Context: an optimization exercise on an open-source flow, tuned for small area. The choices shown serve that exercise and are no tape-out recipe. The RTL was checked by simulation tests, not by an equivalence proof against the original design. Power figures rest on the tool's default switching activity, not on a simulated workload.

==> design.v <==
module Calculator2_0(clk, rst, col, btn, btnres, fil, Sseg, anodos);
	input clk;
	input rst;
	input [3:0] col;
	input btn;
	input btnres;
	output [3:0] fil;
	output reg [6:0] Sseg;
	output [7:0] anodos;
	reg [5:0] c50;       
	reg [2:0] m5;        
	reg [2:0] p;         
	reg [1:0] r;         
	reg       fs;        
	wire tick = (c50 == 6'd49);
	wire rtick = (c50 == 6'd24) && (m5 == 3'd0) && !p[0];
	always @(posedge clk) begin
		if (rst) begin
			c50 <= 6'd25;
			m5 <= 3'd7;
			p <= 3'd1;
			r <= 2'd3;
			fs <= 1'b0;
		end else begin
			c50 <= tick ? 6'd0 : c50 + 6'd1;
			if (tick) begin
				m5 <= (m5 == 3'd4) ? 3'd0 : (m5 == 3'd7) ? 3'd1 : m5 + 3'd1;
				p <= p + 3'd1;
			end
			if (rtick) begin
				r <= r + 2'd1;
				fs <= 1'b1;
			end
		end
	end
	assign fil = fs ? (4'b1000 >> r) : 4'b0000;
	wire [2:0] cb = p - 3'd1;
	assign anodos = (m5 == 3'd7) ? 8'hFF : ~(8'd1 << cb);
	reg [3:0] tecla_q;
	reg [3:0] tecla;
	always @(*) begin
		tecla = tecla_q;
		if (col == 4'b1000 || col == 4'b0100 || col == 4'b0010 || col == 4'b0001) begin
			if (!fs) tecla = 4'd15;
			else case ({r, col})
				6'b00_1000: tecla = 4'd15;
				6'b00_0100: tecla = 4'd0;
				6'b00_0010: tecla = 4'd14;
				6'b00_0001: tecla = 4'd13;
				6'b01_1000: tecla = 4'd1;
				6'b01_0100: tecla = 4'd2;
				6'b01_0010: tecla = 4'd3;
				6'b01_0001: tecla = 4'd10;
				6'b10_1000: tecla = 4'd4;
				6'b10_0100: tecla = 4'd5;
				6'b10_0010: tecla = 4'd6;
				6'b10_0001: tecla = 4'd11;
				6'b11_1000: tecla = 4'd7;
				6'b11_0100: tecla = 4'd8;
				6'b11_0010: tecla = 4'd9;
				default:    tecla = 4'd12;
			endcase
		end
	end
	always @(posedge clk) begin
		if (rst) tecla_q <= 4'd15;
		else tecla_q <= tecla;
	end
	reg [3:0] D0, D1, D2, D3, D4, D5, D6, D7;
	reg F0, F2, F3, F4;       
	reg estado, btnON, btnresON;
	reg [2:0] q;              
	reg [4:0] oc;             
	wire tog = tick && !btnres && !btnresON;
	wire est_n = estado ^ tog;
	wire adv = !btn && !btnON;
	wire [2:0] q_n = q - {2'b0, adv};
	wire ewr = tick && !est_n;    
	reg [3:0] a2, a1, a0, b2, b1, b0;
	reg [1:0] oper;
	reg sig1;
	wire run = estado && !tick;
	wire [1:0] g = c50[5:4];
	wire [3:0] k = c50[3:0];
	wire s_clr = run && (c50 == 6'd0);
	wire s_sh = run && (k == 4'd0) && (g == 2'd1 || g == 2'd2);
	wire s_slot = run && (k != 4'd0) && (k <= 4'd9) && (g != 2'd3);
	wire s_fin = run && (c50 == 6'd48);
	wire mul = (oper == 2'd2);
	wire dv = (oper == 2'd3);
	wire sub = !oper[1] && (oper[0] ^ sig1);
	wire add = !oper[1] && !(oper[0] ^ sig1);
	wire s_rot = run && dv && (g == 2'd2) && (k >= 4'd10) && (k <= 4'd13);
	wire s33 = run && (c50 == 6'd33);
	wire s34 = run && (c50 == 6'd34);
	reg [3:0] Y;
	always @(*) begin
		case (g)
			2'd0: Y = a2;
			2'd1: Y = a1;
			default: Y = a0;
		endcase
	end
	wire [3:0] ins = mul ? 4'd0 : Y;
	wire fail = !D6[2];           
	wire rev = sub && (s33 ? sig1 : !sig1);
	wire subt = dv || sub;        
	wire cmpb = subt && !rev;     
	wire en = (mul && s_slot && (k <= Y)) || (dv && s_slot) || (add && s33) ||
	          (sub && (s33 || (s34 && fail)));
	function [4:0] bcdadd;        
		input [3:0] x;
		input [3:0] y;
		input c;
		reg [4:0] t;
		begin
			t = x + y + c;
			bcdadd = (t >= 5'd10) ? {1'b1, t[3:0] + 4'd6} : {1'b0, t[3:0]};
		end
	endfunction
	function [3:0] c9;
		input [3:0] x;
		begin
			c9 = 4'd9 - x;
		end
	endfunction
	wire [3:0] U0 = rev ? c9(D0) : D0;
	wire [3:0] U1 = rev ? c9(D1) : D1;
	wire [3:0] U2 = rev ? c9(D2) : D2;
	wire [3:0] V0 = cmpb ? c9(b0) : b0;
	wire [3:0] V1 = cmpb ? c9(b1) : b1;
	wire [3:0] V2 = cmpb ? c9(b2) : b2;
	wire [4:0] S0 = bcdadd(U0, V0, subt);
	wire [4:0] S1 = bcdadd(U1, V1, S0[4]);
	wire [4:0] S2 = bcdadd(U2, V2, S1[4]);
	wire [4:0] S3 = bcdadd(D3, subt ? 4'd9 : 4'd0, S2[4]);
	wire c4 = S3[4] && !sub;
	wire [4:0] S4 = bcdadd(D4, 4'd0, c4);
	wire [4:0] S5 = bcdadd(D5, 4'd0, S4[4]);
	wire wr = en && (!subt || S3[4]);
	wire err = dv && ((D4 != 4'd0) || (D5 != 4'd0) || (D6 != 4'd0) || ({b2, b1, b0} == 12'd0));
	wire neg_fin = sig1 && !err;
	always @(posedge clk) begin
		if (rst) begin
			D0 <= 4'd15; D1 <= 4'd15; D2 <= 4'd15; D3 <= 4'd15;
			D4 <= 4'd15; D5 <= 4'd15; D6 <= 4'd15; D7 <= 4'd15;
			F0 <= 1'b0; F2 <= 1'b0; F3 <= 1'b0; F4 <= 1'b0;
			estado <= 1'b0; btnON <= 1'b0; btnresON <= 1'b0;
			q <= 3'd7;
			oc <= 5'd15;
		end else begin
			if (tick) begin
				btnresON <= !btnres;
				estado <= est_n;
				case (p)
					3'd0: oc <= {F0, D0};
					3'd1: oc <= {1'b0, D1};
					3'd2: oc <= {F2, D2};
					3'd3: oc <= {F3, D3};
					3'd4: oc <= {F4, D4};
					3'd5: oc <= {1'b0, D5};
					3'd6: oc <= {1'b0, D6};
					default: oc <= {1'b0, D7};
				endcase
			end
			if (ewr) begin
				btnON <= !btn;
				q <= q_n;
				case (q_n)
					3'd0: begin D0 <= tecla; F0 <= 1'b0; end
					3'd1: D1 <= tecla;
					3'd2: begin D2 <= tecla; F2 <= 1'b0; end
					3'd3: begin D3 <= tecla; F3 <= 1'b0; end
					3'd4: begin D4 <= tecla; F4 <= 1'b0; end
					3'd5: D5 <= tecla;
					3'd6: D6 <= tecla;
					default: D7 <= tecla;
				endcase
			end
			if (s_clr) begin
				D0 <= ins; D1 <= 4'd0; D2 <= 4'd0; D3 <= 4'd0;
				D4 <= 4'd0; D5 <= 4'd0; D6 <= 4'd0; D7 <= 4'd0;
			end
			if (s_sh || s_rot) begin
				D0 <= s_rot ? D7 : ins;
				D1 <= D0; D2 <= D1; D3 <= D2; D4 <= D3; D5 <= D4; D6 <= D5; D7 <= D6;
			end
			if (wr) begin
				D0 <= S0[3:0]; D1 <= S1[3:0]; D2 <= S2[3:0]; D3 <= S3[3:0];
				D4 <= S4[3:0]; D5 <= S5[3:0];
			end
			if (sub && s33)
				D6 <= {1'b1, S3[4], 2'b11};
			if (s_fin) begin
				F0 <= err; F2 <= err; F3 <= err; F4 <= err;
				if (err) begin
					D0 <= 4'd15; D1 <= 4'd0; D2 <= 4'd15; D3 <= 4'd15;
					D4 <= 4'd14; D5 <= 4'd15;
				end
				if (!sub) D6 <= {1'b1, !neg_fin, 2'b11};
				D7 <= 4'd15;
			end
		end
	end
	always @(posedge clk) begin
		if (rst) begin
			a2 <= 4'd0; a1 <= 4'd0; a0 <= 4'd0;
			b2 <= 4'd0; b1 <= 4'd0; b0 <= 4'd0;
			oper <= 2'd0; sig1 <= 1'b0;
		end else if (!estado) begin
			if (D6 <= 4'd9) a2 <= D6;
			if (D5 <= 4'd9) a1 <= D5;
			if (D4 <= 4'd9) a0 <= D4;
			if (D2 <= 4'd9) b2 <= D2;
			if (D1 <= 4'd9) b1 <= D1;
			if (D0 <= 4'd9) b0 <= D0;
			if (D3 >= 4'd10 && D3 <= 4'd13) oper <= D3[1:0] + 2'd2;
			sig1 <= (D7 != 4'd15);
		end
	end
	always @(*) begin
		case (oc)
			5'd0:  Sseg = 7'b0000001;
			5'd1:  Sseg = 7'b1001111;
			5'd2:  Sseg = 7'b0010010;
			5'd3:  Sseg = 7'b0000110;
			5'd4:  Sseg = 7'b1001100;
			5'd5:  Sseg = 7'b0100100;
			5'd6:  Sseg = 7'b0100000;
			5'd7:  Sseg = 7'b0001111;
			5'd8:  Sseg = 7'b0000000;
			5'd9:  Sseg = 7'b0000100;
			5'd10: Sseg = 7'b1101100;
			5'd11: Sseg = 7'b1111110;
			5'd12: Sseg = 7'b1001000;
			5'd13: Sseg = 7'b1011011;
			5'd14: Sseg = 7'b1110110;
			5'd30: Sseg = 7'b0110000;
			5'd31: Sseg = 7'b0110001;
			default: Sseg = 7'b1111111;
		endcase
	end
endmodule
==> run.sh <==
#!/bin/bash
# synth_recipe.tcl (not shown) runs the flow's synth.tcl, then flattens the netlist and writes it again
# the make line also repeats each setting of config.mk as NAME=value (left out here)
make -C /OpenROAD-flow-scripts/flow DESIGN_CONFIG=/design/flow/config.mk WORK_HOME=/design/flow/orfs CLKGATE_MAP_FILE= SYNTH_SCRIPT=/design/flow/synth_recipe.tcl finish
==> config.mk <==
export PLATFORM = sky130hd
export DESIGN_NAME = Calculator2_0
export DESIGN_NICKNAME = Calculator2_0
export VERILOG_FILES = /design/flow/design.v
export SDC_FILE = /design/flow/constraint.sdc
export NUM_CORES = 4
export LEC_CHECK = 0
export CAP_MARGIN = 20
export CORE_MARGIN = 2
export CORE_UTILIZATION = 40
export SLEW_MARGIN = 20
==> constraint.sdc <==
create_clock -name core_clock -period 110.0 [get_ports {clk}]
set_input_delay 22.0000 -clock core_clock [delete_from_list [all_inputs] [get_ports {clk}]]
set_output_delay 22.0000 -clock core_clock [all_outputs]
set_load 0.01 [all_outputs]
==> run summary <==
DR iter-0 viols=between 400 and 500; width of the die=141 um; critical setup path kind=input pin to register; Vias/cell=approximately 5.8; filler cell count in the final layout=about 1.9k; Max Clock Skew=roughly 0.012 ns; max_slew headroom=between 20% and 30%; Setup WS post-layout=around 85 ns; max-slew violation count=0; Final #Nets=994; GRT Resource Usage Total=between 20% and 30%; Finished Cell Area=just over 8000 um2; Post-CTS Setup Inserts=0; initial antenna violation count=0; vias post-DR=6690; max reg flops=7; non-filler cells, final=between 1k and 1.5k; endpoints failing hold=0; starting density of the core=40.5%; Final min period=~25 ns; largest cells by area after synthesis=dfxtp_1 27%, ha_1 11%, nand2_1 4.3%; area of the multi-input gates=between 5000 and 6000 um2; CTS H-tree lvls=3; CTS tree=built; Synth top area share=26.6%; DP Area=around 7900 um2; die area=between 15000 and 20000 um2; # diodes=0; pwr dens=about 9.2 nW/um2; Synth area leader=dfxtp_1; Root Buffer Master=clkbuf_16; Max FO, Critical Path=15; GP Congestion=about 0.85; placed instance count=around 1.1k; VDD IR max=0.00000684 V; RSZ-0062 raised after global routing=false; post-synth net total=1000; Max Freq=40.5 MHz; Yosys reg bits=100; Rows=50; Bufs on Longest Clock Path=2; Hold Buf Count CTS=0; vias in the first global route=roughly 6.2k; Tot Pwr=around 75 uW; drt pass-1 iters=6; CP Launch Type=input pin; Hold Slack=between 0.4 and 0.5 ns; status=complete, no violations; CTS Buf Count=9; CTS clock-pin slew for the worst setup and hold paths=roughly 0.080 ns; warnings from Yosys=1; Cells after Synth=between 900 and 1k; hpwl dp=about 15000 um; Worst-Margin Slew=1.19 ns; drt wl/cell=approximately 18 um; Top FF cell, synth=dfxtp_1; layout cells sized above 1=a little under 8%; Final Util=between 40% and 50%; crit share post-route=approximately 22%; Layout area overhead=8.76%; Syn Area/Cell=~8.2 um2; Setup violations, final=0; DRC Markers=0; nature of the critical path endpoint=register; Final ANT Viol Nets=0; pre-CTS setup slack=85.00 ns; grt total ovfl=0; Critical Path RT=about 110 ns; count of cell types in the netlist=85; Core Region=~19000 um2; num ports=27; largest net degree at the start of global routing=51; Synth Cell Area=around 7500 um2; first-pass GRT wire length=between 30000 and 40000 um; maxcap violations=0; Port Buf Inserts=26; number of synthesized flops with an enable pin=0; post_cts resized=0; asr flop ratio synth=0%; critical path arrival=between 20 and 25 ns; register area=about 2000 um2; CTS Sinks=100; Clock Latency Late Sink=about 0.36 ns; setup TNS=0 ns; WL final=approximately 20000 um; sequential element share of the synthesized area=a little over a quarter; chip height=roughly 140 um; LEAKAGE=3.37 nW; Worst Hold Class=register to register
==> logic make-up after synthesis <==
| logic type | Yosys count | share of synthesized area, % |
|---|---|---|
| AND/OR/NAND/NOR | 284 | 19.1 |
| multiplexers | 36 | 5.02 |
| AO/OA/AOI/OAI | 276 | 25.2 |
| buffers and inverters | 105 | 5.97 |
| flip-flops | 100 | 26.6 |
| XOR/XNOR | 45 | 5.24 |
| adder cells (fa/ha/maj) | 73 | 12.8 |
==> critical path, cell delays in order <==
cell	delay, ns
clkdlybuf4s50_1	0.77
xor2_1	0.25
a22o_1	0.32
o311ai_0	0.18
o22ai_1	0.77
mux2i_1	0.22
a221oi_2	0.29
o31ai_1	0.10
==> where the power goes <==
group	internal, mW	total, mW	switching, mW
Combinational	0.00177	0.00439	0.00261
Clock	0.0180	0.0335	0.0155
Sequential	0.0366	0.0371	0.000526
==> cell usage in the layout (no fill, tap or decap), drive strengths merged, types with 22 or more instances in the layout <==
master / instances
nand2: 86
a31oi: 22
inv: 61
clkdlybuf4s50: 25
mux2i: 25
a21oi: 61
nor2: 85
o21ai: 60
xnor2: 34
ha: 66
dfxtp: 100
==> final cells by class <==
cell class              instances  area share (%)
inverters                      57            2.61
flip-flops and latches        100            24.5
repair buffers                 31            3.58
clock inverters                 7           0.978
well taps                     234            3.58
clock buffers                   9            2.75
multi-input cells             714            62.0
==> worst paths after layout <==
| check | end | depth (start not counted) | slack, ns | startpoint |
|---|---|---|---|---|
| max | D1[1] | 8 | 85.32 | col[3] |
| min | a2[2] | 2 | 0.47 | a2[2] |
| max reg2reg | D5[2] | 56 | 96.21 | c50[1] |
| min reg2reg | a2[2] | 2 | 0.47 | a2[2] |
==> Yosys cell counts, types with 5 or more instances <==
cell,n
nand3b_1,5
nor3_1,18
mux2i_1,25
a22oi_1,16
o211ai_1,19
a31oi_1,21
xnor2_1,34
a221oi_1,6
nor4_1,6
ha_1,66
nor2b_1,8
buf_2,20
a21o_1,15
nand4_1,6
a32oi_1,6
clkbuf_1,18
dfxtp_1,100
or2_2,6
nand3_1,17
nor2_1,83
nand2_1,86
mux2_2,10
inv_1,55
xor2_1,11
fa_1,7
and3_1,5
nor3b_1,7
a21oi_1,60
a22o_1,10
and2_1,5
o21ai_0,51
a211oi_1,14
nand2b_1,9
o21ai_1,8
==> routing by layer <==
| metal | vias up | track usage [%] | share of wire (%) |
|---|---|---|---|
| li1 | 3325 | - | - |
| met1 | 3150 | 28.3 | 47 |
| met2 | 181 | 33.6 | 46 |
| met3 | 34 | 3.06 | 5.1 |
| met4 | 0 | 5.53 | 1.5 |
| met5 | - | 0 | 0 |

-- re-timing with driven ports --
Ports are ideal in the flow. The routed layout listed here was re-timed in OpenROAD. Step 1, drivers: a clkbuf_16 drives clk and a buf_2 each remaining input, both assumed. Step 2 adds t to the input delays and takes it off the output delays; t is the mean of the earliest and latest rising clock arrival at the registers after step 1. Input paths then give back, and output paths get back, about the clock's delay inside the block. Three values: ideal, step 1, step 2; two values: the first two.
t, ns: 0.392
setup WS [ns]: 85.317 / 85.333 / 84.941
worst register clock-pin slew, ns: 0.08 / 0.08
After both steps this run still meets setup and hold. For this run, drivers alone change the setup slack by +0.016 ns; drivers and shift together by -0.376 ns.
